This design comes from an exercise in tuning for small area on the open sky130 flow, not from production work.

==> juniper <==
==> flow/design.v <==
`timescale 1 ns / 1 ps
module Shift_filter
				(
				i_clk,
				i_arst_n,
				i_filter,
				i_fop_fin,
				o_filter
				);
input	i_clk;
input	i_arst_n;
input 	[6:0]	i_fop_fin;
input	signed	[17:0]	i_filter;
output	reg signed	[17:0]	o_filter;
reg	[6:0]	phase;
reg		started;		 
reg	[3:0]	tap_k;
reg signed	[17:0]	hold_reg;
reg signed	[17:0]	ring [0:9];
reg signed	[24:0]	acc;
integer i;
wire	take = (phase == i_fop_fin);
always @(posedge i_clk, negedge i_arst_n) begin
	if (!i_arst_n) begin
		phase <= 0;
		started <= 0;
	end else begin
		phase <= take ? 7'd0 : phase + 1'b1;
		if (take)
			started <= 1;
	end
end
always @(posedge i_clk)
	if (!take)
		tap_k <= (tap_k == 0) ? 4'd9 : tap_k - 1'b1;
always @(posedge i_clk)
	if (take)
		hold_reg <= i_filter;
wire	early = ~|phase[6:4];
wire	w_tap = early & (phase[3:0] <= 4'd9);
wire	w_w0 = early & (phase[3:0] >= 4'd1) & (phase[3:0] <= 4'd10);
wire	w_h = early & (phase[3:0] == 4'd11);
wire	first = early & (phase[3:0] == 4'd0);
wire	k0 = (tap_k == 4'd0);
wire	k8 = (tap_k == 4'd9) | (tap_k == 4'd8) | (tap_k == 4'd2) | (tap_k == 4'd1);
wire	k11 = (tap_k == 4'd6) | (tap_k == 4'd4);
wire	k16 = (tap_k == 4'd5);
wire	kw0 = (tap_k == 4'd5) | (tap_k == 4'd3);
wire	ins = w_tap & k0;
always @(posedge i_clk) begin
	ring[0] <= started ? (ins ? hold_reg : ring[9]) : 18'd0;
	for (i = 1; i < 10; i = i + 1)
		ring[i] <= ring[i - 1];
end
wire signed	[17:0]	tap = ring[9];
wire signed	[17:0]	w0 = ring[0];
wire	p2 = w_tap & k0;
wire	p3 = w_tap & (k8 | k11);
wire	p4 = w_tap & k16;
wire	neg = (w_tap & (k0 | k8)) | w_h;
wire	q_t = w_tap & k0;
wire	q_t1 = w_tap & k11;
wire	q_w0 = w_w0 & kw0;
wire signed	[21:0]	p_mag = ({22{p2}} & {{2{tap[17]}}, tap, 2'b0})
			| ({22{p3}} & {tap[17], tap, 3'b0})
			| ({22{p4}} & {tap, 4'b0})
			| ({22{w_h}} & {{2{hold_reg[17]}}, hold_reg, 2'b0});
wire signed	[18:0]	q = ({19{q_t}} & {tap[17], tap})
			| ({19{q_t1}} & {tap, 1'b0})
			| ({19{q_w0}} & {w0[17], w0})
			| ({19{w_h}} & {hold_reg[17], hold_reg});
wire signed	[24:0]	a = first ? 25'sd16 : acc;
wire signed	[24:0]	b = {{3{p_mag[21] ^ neg}}, p_mag ^ {22{neg}}};
wire signed	[24:0]	c = {{6{q[18]}}, q};
wire	[24:0]	s = a ^ b ^ c;
wire	[24:0]	cy = {(a[23:0] & b[23:0]) | (a[23:0] & c[23:0]) | (b[23:0] & c[23:0]), neg};
always @(posedge i_clk)
	acc <= s + cy;
wire	[17:0]	y = {acc[22:6], acc[5] & (|acc[4:0])};
wire	ovf = (acc[24:22] != 3'b000) && (acc[24:22] != 3'b111);
always @(posedge i_clk, negedge i_arst_n)
	if (!i_arst_n)
		o_filter <= 0;
	else if (started & ~early)
		o_filter <= ovf ? {acc[24], {17{~acc[24]}}} : y;
endmodule
==> flow/run.sh <==
#!/bin/bash
# synth_recipe.tcl (not shown) runs the flow's synth.tcl, then flattens the netlist and writes it again
# the make line also repeats each setting of config.mk as NAME=value (left out here)
make -C /OpenROAD-flow-scripts/flow DESIGN_CONFIG=/design/flow/config.mk WORK_HOME=/design/flow/orfs CLKGATE_MAP_FILE= SYNTH_SCRIPT=/design/flow/synth_recipe.tcl finish
==> flow/config.mk <==
export PLATFORM = sky130hd
export DESIGN_NAME = Shift_filter
export DESIGN_NICKNAME = Shift_filter
export VERILOG_FILES = /design/flow/design.v
export SDC_FILE = /design/flow/constraint.sdc
export NUM_CORES = 4
export LEC_CHECK = 0
export ABC_AREA = 1
export CAP_MARGIN = 20
export CORE_MARGIN = 2
export CORE_UTILIZATION = 40
export SLEW_MARGIN = 20
==> flow/constraint.sdc <==
create_clock -name core_clock -period 7.0 [get_ports {i_clk}]
set_input_delay 1.4000 -clock core_clock [delete_from_list [all_inputs] [get_ports {i_clk}]]
set_output_delay 1.4000 -clock core_clock [all_outputs]
set_load 0.01 [all_outputs]
==> delta: changes against juniper <==
==> flow/design.v, changed modules only <==
module Shift_filter
				(
				i_clk,
				i_arst_n,
				i_filter,
				i_fop_fin,
				o_filter
				);
input	i_clk;
input	i_arst_n;
input 	[6:0]	i_fop_fin;
input	signed	[17:0]	i_filter;
output	reg signed	[17:0]	o_filter;
reg	[6:0]	phase;
reg		started;		 
reg	[3:0]	tap_k;
reg signed	[17:0]	hold_reg;
reg signed	[17:0]	ring [0:9];
reg signed	[24:0]	acc;
integer i;
wire	take = (phase == i_fop_fin);
always @(posedge i_clk, negedge i_arst_n) begin
	if (!i_arst_n) begin
		phase <= 0;
		started <= 0;
	end else begin
		phase <= take ? 7'd0 : phase + 1'b1;
		if (take)
			started <= 1;
	end
end
always @(posedge i_clk)
	if (!take)
		tap_k <= (tap_k == 0) ? 4'd9 : tap_k - 1'b1;
always @(posedge i_clk)
	if (take)
		hold_reg <= i_filter;
wire	early = ~|phase[6:4];
wire	w_tap = early & (phase[3:0] <= 4'd9);
wire	w_w0 = early & (phase[3:0] >= 4'd1) & (phase[3:0] <= 4'd10);
wire	w_h = early & (phase[3:0] == 4'd11);
wire	first = early & (phase[3:0] == 4'd0);
wire	k0 = (tap_k == 4'd0);
wire	k8 = (tap_k == 4'd9) | (tap_k == 4'd8) | (tap_k == 4'd2) | (tap_k == 4'd1);
wire	k11 = (tap_k == 4'd6) | (tap_k == 4'd4);
wire	k16 = (tap_k == 4'd5);
wire	kw0 = (tap_k == 4'd5) | (tap_k == 4'd3);
wire	ins = w_tap & k0;
always @(posedge i_clk) begin
	ring[0] <= started ? (ins ? hold_reg : ring[9]) : 18'd0;
	for (i = 1; i < 10; i = i + 1)
		ring[i] <= ring[i - 1];
end
wire signed	[17:0]	tap = ring[9];
wire signed	[17:0]	w0 = ring[0];
wire	p2 = w_tap & (k0 | k11);
wire	p3 = w_tap & k8;
wire	p_w0 = w_w0 & kw0;
wire	q_t = w_tap & k0;
wire	q4 = w_tap & (k11 | k16);
wire	[21:0]	p = ({22{p2}} & {{2{tap[17]}}, tap, 2'b0})
			| ({22{p3}} & {tap[17], tap, 3'b0})
			| ({22{p_w0}} & {{4{w0[17]}}, w0})
			| ({22{w_h}} & {{2{hold_reg[17]}}, hold_reg, 2'b0});
wire	[21:0]	q = ({22{q_t}} & {{4{tap[17]}}, tap})
			| ({22{q4}} & {tap, 4'b0})
			| ({22{w_h}} & {{4{hold_reg[17]}}, hold_reg});
wire	active = early & (phase[3:0] <= 4'd11);
wire	[24:0]	a = first ? 25'd16 : acc;
wire	[24:0]	b = {25{active}} & ~{{3{p[21]}}, p};
wire	[24:0]	c = {{3{q[21]}}, q};
wire	[24:0]	s = a ^ b ^ c;
wire	[24:0]	cy = {(a[23:0] & b[23:0]) | (a[23:0] & c[23:0]) | (b[23:0] & c[23:0]), active};
reg	[1:0]	cpend;
wire	[25:0]	ci;
wire	[24:0]	sum = s ^ cy ^ ci[24:0];
wire	[24:0]	co = (s & cy) | (s & ci[24:0]) | (cy & ci[24:0]);
assign	ci = {co[24:17], cpend[1], co[15:9], cpend[0], co[7:0], 1'b0};
always @(posedge i_clk) begin
	acc <= sum;
	cpend <= {co[16], co[8]};
end
wire	[17:0]	y = {acc[22:6], acc[5] & (|acc[4:0])};
wire	ovf = (acc[24:22] != 3'b000) && (acc[24:22] != 3'b111);
always @(posedge i_clk, negedge i_arst_n)
	if (!i_arst_n)
		o_filter <= 0;
	else if (started & ~early)
		o_filter <= ovf ? {acc[24], {17{~acc[24]}}} : y;
endmodule
Settings changed: CTS_BUF_LIST set to sky130_fd_sc_hd__clkbuf_16, CTS_CLUSTER_DIAMETER set to 80, CTS_CLUSTER_SIZE set to 30.
==> raven: changes against juniper <==
==> flow/design.v, changed modules only <==
module Shift_filter
				(
				i_clk,
				i_arst_n,
				i_filter,
				i_fop_fin,
				o_filter
				);
input	i_clk;
input	i_arst_n;
input 	[6:0]	i_fop_fin;
input	signed	[17:0]	i_filter;
output	reg signed	[17:0]	o_filter;
reg	[6:0]	phase;
reg		started;		 
reg	[3:0]	tap_k;
reg signed	[17:0]	hold_reg;
reg signed	[17:0]	ring [0:9];
reg signed	[24:0]	acc;
integer i;
wire	take = (phase == i_fop_fin);
always @(posedge i_clk, negedge i_arst_n) begin
	if (!i_arst_n) begin
		phase <= 0;
		started <= 0;
	end else begin
		phase <= take ? 7'd0 : phase + 1'b1;
		if (take)
			started <= 1;
	end
end
always @(posedge i_clk)
	if (!take)
		tap_k <= (tap_k == 0) ? 4'd9 : tap_k - 1'b1;
always @(posedge i_clk)
	if (take)
		hold_reg <= i_filter;
wire	early = ~|phase[6:4];
wire	w_tap = early & (phase[3:0] <= 4'd9);
wire	w_w0 = early & (phase[3:0] >= 4'd1) & (phase[3:0] <= 4'd10);
wire	w_h = early & (phase[3:0] == 4'd11);
wire	first = early & (phase[3:0] == 4'd0);
wire	k0 = (tap_k == 4'd0);
wire	k8 = (tap_k == 4'd9) | (tap_k == 4'd8) | (tap_k == 4'd2) | (tap_k == 4'd1);
wire	k11 = (tap_k == 4'd6) | (tap_k == 4'd4);
wire	k16 = (tap_k == 4'd5);
wire	kw0 = (tap_k == 4'd5) | (tap_k == 4'd3);
wire	ins = w_tap & k0;
wire	sel_h = started & ins;
wire	sel_r = started & ~ins;
always @(posedge i_clk) begin
	ring[0] <= ({18{sel_h}} & hold_reg) | ({18{sel_r}} & ring[9]);
	for (i = 1; i < 10; i = i + 1)
		ring[i] <= ring[i - 1];
end
wire signed	[17:0]	tap = ring[9];
wire signed	[17:0]	w0 = ring[0];
wire	p2 = w_tap & (k0 | k11);
wire	p3 = w_tap & k8;
wire	p_w0 = w_w0 & kw0;
wire	q_t = w_tap & k0;
wire	q4 = w_tap & (k11 | k16);
wire	[21:0]	p = ({22{p2}} & {{2{tap[17]}}, tap, 2'b0})
			| ({22{p3}} & {tap[17], tap, 3'b0})
			| ({22{p_w0}} & {{4{w0[17]}}, w0})
			| ({22{w_h}} & {{2{hold_reg[17]}}, hold_reg, 2'b0});
wire	[21:0]	q = ({22{q_t}} & {{4{tap[17]}}, tap})
			| ({22{q4}} & {tap, 4'b0})
			| ({22{w_h}} & {{4{hold_reg[17]}}, hold_reg});
wire	[24:0]	a = first ? 25'd16 : acc;
wire	[24:0]	b = ~{{3{p[21]}}, p};
wire	[24:0]	c = {{3{q[21]}}, q};
wire	[24:0]	s = a ^ b ^ c;
wire	[24:0]	m = (a & b) | (a & c) | (b & c);
reg	[1:0]	cs_pend;		 
reg	[1:0]	rc_pend;		 
wire	[24:0]	cy = {m[23:17], cs_pend[1], m[15:9], cs_pend[0], m[7:0], 1'b1};
wire	[24:0]	ci;
wire	[24:0]	sum = s ^ cy ^ ci;
wire	[24:0]	co = (s & cy) | (s & ci) | (cy & ci);
assign	ci = {co[23:17], rc_pend[1], co[15:9], rc_pend[0], co[7:0], 1'b0};
always @(posedge i_clk) begin
	acc <= sum;
	cs_pend <= {m[16], m[8]};
	rc_pend <= {co[16], co[8]};
end
wire	ovf = (acc[24:22] != 3'b000) && (acc[24:22] != 3'b111);
wire	load = started & ~early;
wire	keep_y = load & ~ovf;
wire	set_lo = load & ovf & ~acc[24];		 
wire	set_hi = load & ovf & acc[24];		 
wire	[17:0]	y = {acc[22:6], acc[5] & (|acc[4:0])};
always @(posedge i_clk, negedge i_arst_n)
	if (!i_arst_n)
		o_filter <= 0;
	else
		o_filter <= ({18{keep_y}} & y) | ({18{~load}} & o_filter) | {set_hi, {17{set_lo}}};
endmodule
==> flow/flow/run.sh (new file) <==
#!/bin/bash
# The standard layout (the standard.sh), with two changes to how it is made:
#  - Yosys's ABC step maps with an area-oriented script (flow/abc_area.script)
#    in place of ORFS's abc_area.script, in a copy of ORFS's scripts folder;
#  - the port buffers are plain buf_1 cells.
set -euo pipefail
rm -rf scripts_local
cp -r "$FLOW_HOME/scripts" scripts_local
cp flow/abc_area.script scripts_local/abc_area.script
bash standard.sh "SCRIPTS_DIR=$PWD/scripts_local" \
	"BUFFER_PORTS_ARGS=-buffer_cell sky130_fd_sc_hd__buf_1" finish > standard_flow.log 2>&1
==> flow/flow/abc_area.script (new file) <==
&get -n
&st
&dch
&nf -R 1000
&put
==> flow/standard.sh (new file) <==
#!/bin/bash
# synth_recipe.tcl (not shown) runs the flow's synth.tcl, then flattens the netlist and writes it again
# the make line also repeats each setting of config.mk as NAME=value (left out here)
make -C /OpenROAD-flow-scripts/flow DESIGN_CONFIG=/design/flow/config.mk WORK_HOME=/design/flow/orfs CLKGATE_MAP_FILE= SYNTH_SCRIPT=/design/flow/synth_recipe.tcl "${@:-finish}"
Settings changed: CAP_MARGIN 20 to 0, CORE_UTILIZATION 40 to 65, CTS_BUF_LIST set to sky130_fd_sc_hd__clkbuf_16, CTS_CLUSTER_DIAMETER set to 80, CTS_CLUSTER_SIZE set to 30, PLACE_DENSITY set to 0.8, SLEW_MARGIN 20 to 0.
removed: flow/run.sh
==> quartz: changes against juniper <==
==> flow/design.v, changed modules only <==
module Shift_filter
				(
				i_clk,
				i_arst_n,
				i_filter,
				i_fop_fin,
				o_filter
				);
input	i_clk;
input	i_arst_n;
input 	[6:0]	i_fop_fin;
input	signed	[17:0]	i_filter;
output	reg signed	[17:0]	o_filter;
reg	[6:0]	phase;
reg		started;		 
reg	[3:0]	tap_k;
reg signed	[17:0]	hold_reg;
reg signed	[17:0]	ring [0:9];
reg signed	[24:0]	acc;
integer i;
wire	take = (phase == i_fop_fin);
always @(posedge i_clk, negedge i_arst_n) begin
	if (!i_arst_n) begin
		phase <= 0;
		started <= 0;
	end else begin
		phase <= take ? 7'd0 : phase + 1'b1;
		if (take)
			started <= 1;
	end
end
always @(posedge i_clk)
	if (!take)
		tap_k <= (tap_k == 0) ? 4'd9 : tap_k - 1'b1;
always @(posedge i_clk)
	if (take)
		hold_reg <= i_filter;
wire	early = ~|phase[6:4];
wire	w_tap = early & (phase[3:0] <= 4'd9);
wire	w_w0 = early & (phase[3:0] >= 4'd1) & (phase[3:0] <= 4'd10);
wire	w_h = early & (phase[3:0] == 4'd11);
wire	first = early & (phase[3:0] == 4'd0);
wire	k0 = (tap_k == 4'd0);
wire	k8 = (tap_k == 4'd9) | (tap_k == 4'd8) | (tap_k == 4'd2) | (tap_k == 4'd1);
wire	k11 = (tap_k == 4'd6) | (tap_k == 4'd4);
wire	k16 = (tap_k == 4'd5);
wire	kw0 = (tap_k == 4'd5) | (tap_k == 4'd3);
wire	ins = w_tap & k0;
always @(posedge i_clk) begin
	ring[0] <= started ? (ins ? hold_reg : ring[9]) : 18'd0;
	for (i = 1; i < 10; i = i + 1)
		ring[i] <= ring[i - 1];
end
wire signed	[17:0]	tap = ring[9];
wire signed	[17:0]	w0 = ring[0];
wire	p2 = w_tap & (k0 | k11);
wire	p3 = w_tap & k8;
wire	p_w0 = w_w0 & kw0;
wire	q_t = w_tap & k0;
wire	q4 = w_tap & (k11 | k16);
wire	[21:0]	p = ({22{p2}} & {{2{tap[17]}}, tap, 2'b0})
			| ({22{p3}} & {tap[17], tap, 3'b0})
			| ({22{p_w0}} & {{4{w0[17]}}, w0})
			| ({22{w_h}} & {{2{hold_reg[17]}}, hold_reg, 2'b0});
wire	[21:0]	q = ({22{q_t}} & {{4{tap[17]}}, tap})
			| ({22{q4}} & {tap, 4'b0})
			| ({22{w_h}} & {{4{hold_reg[17]}}, hold_reg});
wire	active = early & (phase[3:0] <= 4'd11);
wire	[24:0]	a = first ? 25'd16 : acc;
wire	[24:0]	b = {25{active}} & ~{{3{p[21]}}, p};
wire	[24:0]	c = {{3{q[21]}}, q};
wire	[24:0]	s = a ^ b ^ c;
wire	[24:0]	cy = {(a[23:0] & b[23:0]) | (a[23:0] & c[23:0]) | (b[23:0] & c[23:0]), active};
reg	[1:0]	cpend;
wire	[25:0]	ci;
wire	[24:0]	sum = s ^ cy ^ ci[24:0];
wire	[24:0]	co = (s & cy) | (s & ci[24:0]) | (cy & ci[24:0]);
assign	ci = {co[24:17], cpend[1], co[15:9], cpend[0], co[7:0], 1'b0};
always @(posedge i_clk) begin
	acc <= sum;
	cpend <= {co[16], co[8]};
end
wire	[17:0]	y = {acc[22:6], acc[5] & (|acc[4:0])};
wire	ovf = (acc[24:22] != 3'b000) && (acc[24:22] != 3'b111);
always @(posedge i_clk, negedge i_arst_n)
	if (!i_arst_n)
		o_filter <= 0;
	else if (started & ~early)
		o_filter <= ovf ? {acc[24], {17{~acc[24]}}} : y;
endmodule
==> flow/flow/run.sh (new file) <==
#!/bin/bash
# The standard layout (the standard.sh), with two changes to how it is made:
#  - Yosys's ABC step maps with an area-oriented script (flow/abc_area.script)
#    in place of ORFS's abc_area.script, in a copy of ORFS's scripts folder;
#  - the port buffers are plain buf_1 cells.
set -euo pipefail
rm -rf scripts_local
cp -r "$FLOW_HOME/scripts" scripts_local
cp flow/abc_area.script scripts_local/abc_area.script
bash standard.sh "SCRIPTS_DIR=$PWD/scripts_local" \
	"BUFFER_PORTS_ARGS=-buffer_cell sky130_fd_sc_hd__buf_1" finish > standard_flow.log 2>&1
==> flow/flow/abc_area.script (new file) <==
&get -n
&st
&dch
&nf -R 1000
&put
==> flow/standard.sh (new file) <==
#!/bin/bash
# synth_recipe.tcl (not shown) runs the flow's synth.tcl, then flattens the netlist and writes it again
# the make line also repeats each setting of config.mk as NAME=value (left out here)
make -C /OpenROAD-flow-scripts/flow DESIGN_CONFIG=/design/flow/config.mk WORK_HOME=/design/flow/orfs CLKGATE_MAP_FILE= SYNTH_SCRIPT=/design/flow/synth_recipe.tcl "${@:-finish}"
Settings changed: CTS_BUF_LIST set to sky130_fd_sc_hd__clkbuf_16, CTS_CLUSTER_DIAMETER set to 80, CTS_CLUSTER_SIZE set to 30.
removed: flow/run.sh
==> results.txt <==
raven completed without violations. delta finished with timing, DRC and antenna clean. juniper passed the timing, design-rule and antenna checks. quartz finished clean. In juniper the via count is higher than in raven, by about 34%. Die area: raven < quartz < delta < juniper. Register-to-register slack: juniper > delta > raven > quartz. First-iteration DRC count, highest first: quartz, raven, juniper, delta. Final area: juniper > delta > quartz > raven. Utilization: raven > juniper > delta > quartz.
No run of this note included a check of the RTL's function; only the layout flow was run.

## port drivers added, routing unchanged
In the flow no input, the clock included, has a driving cell. The finished layouts below were timed again as built, in two steps. Step 1, drivers: a clkbuf_16 drives i_clk and a buf_2 each remaining input, both assumed. Step 2 adds t to the input delays and takes it off the output delays; t is the mean of the earliest and latest rising clock arrival at the registers after step 1. Input paths then give back, and output paths get back, about the clock's delay inside the block. a / b / c = ideal / step 1 / step 2; a / b = the first two.
run	shift t [ns]	setup slack, ns	hold slack, ns	clock arrival spread, ns	worst data-port slew with drivers (ns)
juniper	0.562	2.509 / 2.509 / 2.509	0.320 / 0.320 / 0.320	0.015 / 0.015	0.04
delta	0.524	0.863 / 0.863 / 0.863	0.297 / 0.297 / 0.297	0.033 / 0.033	0.04
raven	0.506	0.657 / 0.657 / 0.657	0.316 / 0.316 / 0.316	0.034 / 0.035	0.04
quartz	0.506	0.595 / 0.595 / 0.595	0.312 / 0.312 / 0.312	0.032 / 0.033	0.03
After both steps every run listed still meets setup and hold.
